Source: an optimization exercise on an open RTL-to-GDS flow (aim: a short achievable clock period and few clock cycles). Production flows keep margins and buffers that such runs may drop.
In this exercise RTL edits were held to simulation tests only and were not proved equivalent to the original.
Power and IR drop assume default switching activity.

Setup of epsilon:
Design cpu, start of the top module:
module cpu
(
   input clk,
   input reset,
   output [15:0] o_pc_addr,
   output o_pc_rd,
   input [15:0] i_pc_rddata,
   output [15:0] o_ldst_addr,
   output o_ldst_rd,
   output o_ldst_wr,
   input [15:0] i_ldst_rddata,
   output [15:0] o_ldst_wrdata,
   output [127:0] o_tb_regs
);
Size in the first run: roughly 2700 cells after synthesis, about 630 flip-flops, about 210 I/O pins, about 33000 um^2 of cells after synthesis.
clock: 5.6 ns
lec_check: 0
cap_margin: 20
core_margin: 2
core_utilization: 40
place_density: 0.6
setup_slack_margin: 3.3
slew_margin: 20
tns_end_percent: 100
run.sh (not shown) runs the stock make flow with config.mk's settings and CLKGATE_MAP_FILE= SYNTH_SCRIPT=/design/flow/synth_recipe.tcl, a recipe that flattens the netlist after the stock synthesis.
The flow did not stop early for epsilon: all stages ran, and the layout cleared the timing, DRC and antenna checks.
Testbench counts of epsilon, summed over its fixed seeds: cycles 59,323.
For gamma, these inputs were changed with respect to epsilon:
--- a/flow/design.v
+++ b/flow/design.v
@@ -118,13 +118,13 @@
                          ((isCALL | isCALLR) ? d_pc : imm8s));
    wire fB = readB & eB;
    wire [15:0] A_next = eA ? res_simple : A_early;
    wire [15:0] B_next = fB ? res_simple : B_other;
    wire [11:0] tlo = {1'b0, d_pc[11:1]} + {1'b0, i_pc_rddata[15:5]};
    wire [3:0]  thi = i_pc_rddata[15] ? (tlo[11] ? d_pc[15:12] : d_him) : (tlo[11] ? d_hip : d_pc[15:12]);
-   wire [15:0] tgtD = {thi, tlo[10:0], d_pc[0]};
+   wire [15:0] tgtD = {thi, tlo[10:0], 1'b0};
    wire [2:0] rx_r = i_pc_rddata[7:5];
    wire [2:0] ry_r = i_pc_rddata[10:8];
    wire readA_r = (op_raw == 5'b00001) | (op_raw == 5'b00010) | (op_raw == 5'b00011) | (op_raw == 5'b00101) |
                   (op_raw == 5'b10001) | (op_raw == 5'b10010) | (op_raw == 5'b10011) | (op_raw == 5'b10110) |
                   (op_raw == 5'b01000) | (op_raw == 5'b01001) | (op_raw == 5'b01010) | (op_raw == 5'b01100);
    wire readB_r = (op_raw == 5'b00000) | (op_raw == 5'b00001) | (op_raw == 5'b00010) | (op_raw == 5'b00011) |
@@ -144,37 +144,35 @@
    wire predT_reg = ~d_replay & ((op_raw == 5'b01000) | (op_raw == 5'b01100)) & (rx_r == 3'd7) & ~e7slow;
    wire predT = d_btb | predT_dir | predT_reg;
    wire redirD = dv & ~stall & ~d_btb & (predT_dir | predT_reg);
    wire [15:0] tgt_reg = r7_fwd;
    localparam NB = 8;
    logic [NB-1:0]  btb_v;
-   logic [15:0]    btb_tag [0:NB-1];
-   logic [15:0]    btb_tgt [0:NB-1];
+   logic [14:0]    btb_tag [0:NB-1];
+   logic [14:0]    btb_tgt [0:NB-1];
    logic [NB-1:0]  btb_r7;         
    logic [2:0]     btb_ptr;        
    logic [NB-1:0]  btb_hitv;
-   logic [15:0]    btb_t;
+   logic [14:0]    btb_t;
    always_comb begin
       btb_t = '0;
       for (int i = 0; i < NB; i++) begin
-         btb_hitv[i] = btb_v[i] & (btb_tag[i] == pc_inc);
-         btb_t = btb_t | ({16{btb_hitv[i]}} & btb_tgt[i]);
+         btb_hitv[i] = btb_v[i] & (btb_tag[i] == pc[15:1]);
+         btb_t = btb_t | ({15{btb_hitv[i]}} & btb_tgt[i]);
       end
    end
-   logic        lk_seq, lk_dir, lk_r7;
-   logic [15:0] lk_t;
-   wire hit_dir = lk_seq & lk_dir;
-   wire hit_r7 = lk_seq & lk_r7;
+   wire hit_dir = |(btb_hitv & ~btb_r7);
+   wire hit_r7 = |(btb_hitv & btb_r7);
    wire dWr7 = dv & (d_replay ? d_hwr7 : wr7_r);
    wire r7_busy = dWr7 | e7 | w7;
    wire btb_pred = hit_dir | (hit_r7 & ~r7_busy);
-   wire [15:0] btb_target = hit_r7 ? regs[7] : lk_t;
+   wire [15:0] btb_target = hit_r7 ? regs[7] : {btb_t, 1'b0};
    wire alloc_r7 = predT_reg;
    wire btb_alloc = redirD & (predT_dir | alloc_r7);
    logic        al_q, al_r7;
-   logic [15:0] al_tag;
+   logic [14:0] al_tag;
    wire [15:0] pc_inc = pc + 16'd2;
    wire sel_tgtD = redirD & predT_dir;
    wire [15:0] pc_other = mispE ? fixpc : (stall ? pc : (redirD ? tgt_reg : (btb_pred ? btb_target : pc_inc)));
    wire [15:0] pc_next = sel_tgtD ? tgtD : pc_other;
    always_ff @(posedge clk or posedge reset) begin
       if (reset) begin
@@ -182,25 +180,23 @@
          d_valid <= 1'b0;
          d_replay <= 1'b0;
          e_valid <= 1'b0;
          w_wr <= 1'b0;
          btb_v <= '0;
          al_q <= 1'b0;
-         lk_seq <= 1'b0;
          btb_r7 <= '0;
          btb_ptr <= '0;
          fN <= 1'b0;
          fZ <= 1'b0;
       end else begin
          pc <= pc_next;
          d_valid <= ~(mispE | redirD);
          d_replay <= stall;
          e_valid <= dv & ~stall;
          w_wr <= e_valid & (e_wr | e_ld);
          al_q <= btb_alloc;
-         if (!stall) lk_seq <= ~(mispE | redirD | btb_pred);
          if (al_q) begin
             btb_v[btb_ptr] <= 1'b1;
             btb_r7[btb_ptr] <= al_r7;
             btb_ptr <= btb_ptr + 1'b1;
          end
          if (e_valid & e_flags) begin
@@ -208,31 +204,26 @@
             fZ <= res_Z;
          end
       end
    end
    always_ff @(posedge clk) begin
       d_hold <= instr;
-      if (!stall) begin
-         lk_dir <= |(btb_hitv & ~btb_r7);
-         lk_r7 <= |(btb_hitv & btb_r7);
-         lk_t <= btb_t;
-      end
       d_hwr7 <= wr7_r;
       pc_out <= reset ? 16'd0 : pc_next;
       if (!stall) begin
          d_fa <= pc;
          d_pc <= pc_inc;
          d_hip <= pc_inc[15:12] + 4'd1;
          d_him <= pc_inc[15:12] - 4'd1;
             d_btb <= btb_pred;
       end
       al_r7 <= alloc_r7;
-      al_tag <= d_fa;
+      al_tag <= d_fa[15:1];
       if (al_q) begin
          btb_tag[btb_ptr] <= al_tag;
-         btb_tgt[btb_ptr] <= e_tgt;
+         btb_tgt[btb_ptr] <= e_tgt[15:1];
       end
       e_A <= A_next;
       e_B <= B_next;
       e_sadd <= isADD | isADDI;
       e_ssub <= isSUB | isCMP | isSUBI | isCMPI;
       e_sb <= isMV | isMVI | isCALL | isCALLR;
Results
- From epsilon to gamma the numbers moved as follows: number of different library cells in the post-synthesis netlist grew by 8.5%, post-layout instance area shrank by about 3.5%, utilization of the core after routing grew by 1.2 points, gate count after technology mapping shrank by 87, total power of the final layout shrank by about 4.6%.
- gamma vs epsilon: clock period minus final worst setup slack down
- Re via count: gamma and epsilon aren't equal, and the lower value belongs to gamma.
- epsilon → gamma: clock tree buffer count of the final layout decreased by 2 relative to the old numbers; number of antenna violations at the first check in global routing has increased; wire length reported by the detailed router now sits lower; proportion of cell area occupied by multi-input gates saw an increase; total number of sequential cells fell 27.
Testbench counts of gamma, summed over its fixed seeds: cycles 59,059.

-- what the ideal ports hide --
Ports are ideal in the flow. The routed layouts listed here were re-timed in OpenROAD.
Step 1 (the two cells are an assumption about what drives the block):
set clk [get_ports {clk}]
set_driving_cell -lib_cell sky130_fd_sc_hd__clkbuf_16 $clk
set_driving_cell -lib_cell sky130_fd_sc_hd__buf_2 [delete_from_list [all_inputs] $clk]
Step 2 moves the port delays by t, midway between the first and last clock arrival at a register: inputs arrive t later, outputs are due t later. That takes back most of the time a late clock gives input paths.
Slacks: ideal ports / drivers / drivers and shift; pairs: ideal ports / drivers.
run	t, ns	slack for setup (ns)	worst setup path after step 2	worst register clock-pin slew, ns	pins driven straight from the clock port
epsilon	0.683	2.458 / 2.458 / 2.141	input to register	0.06 / 0.06	1
gamma	0.688	2.511 / 2.511 / 1.909	input to register	0.07 / 0.07	1
After both steps every run listed still meets setup and hold. The setup slack of gamma, which loses most, moves by 0.000 ns with the drivers and by -0.602 ns with both steps.
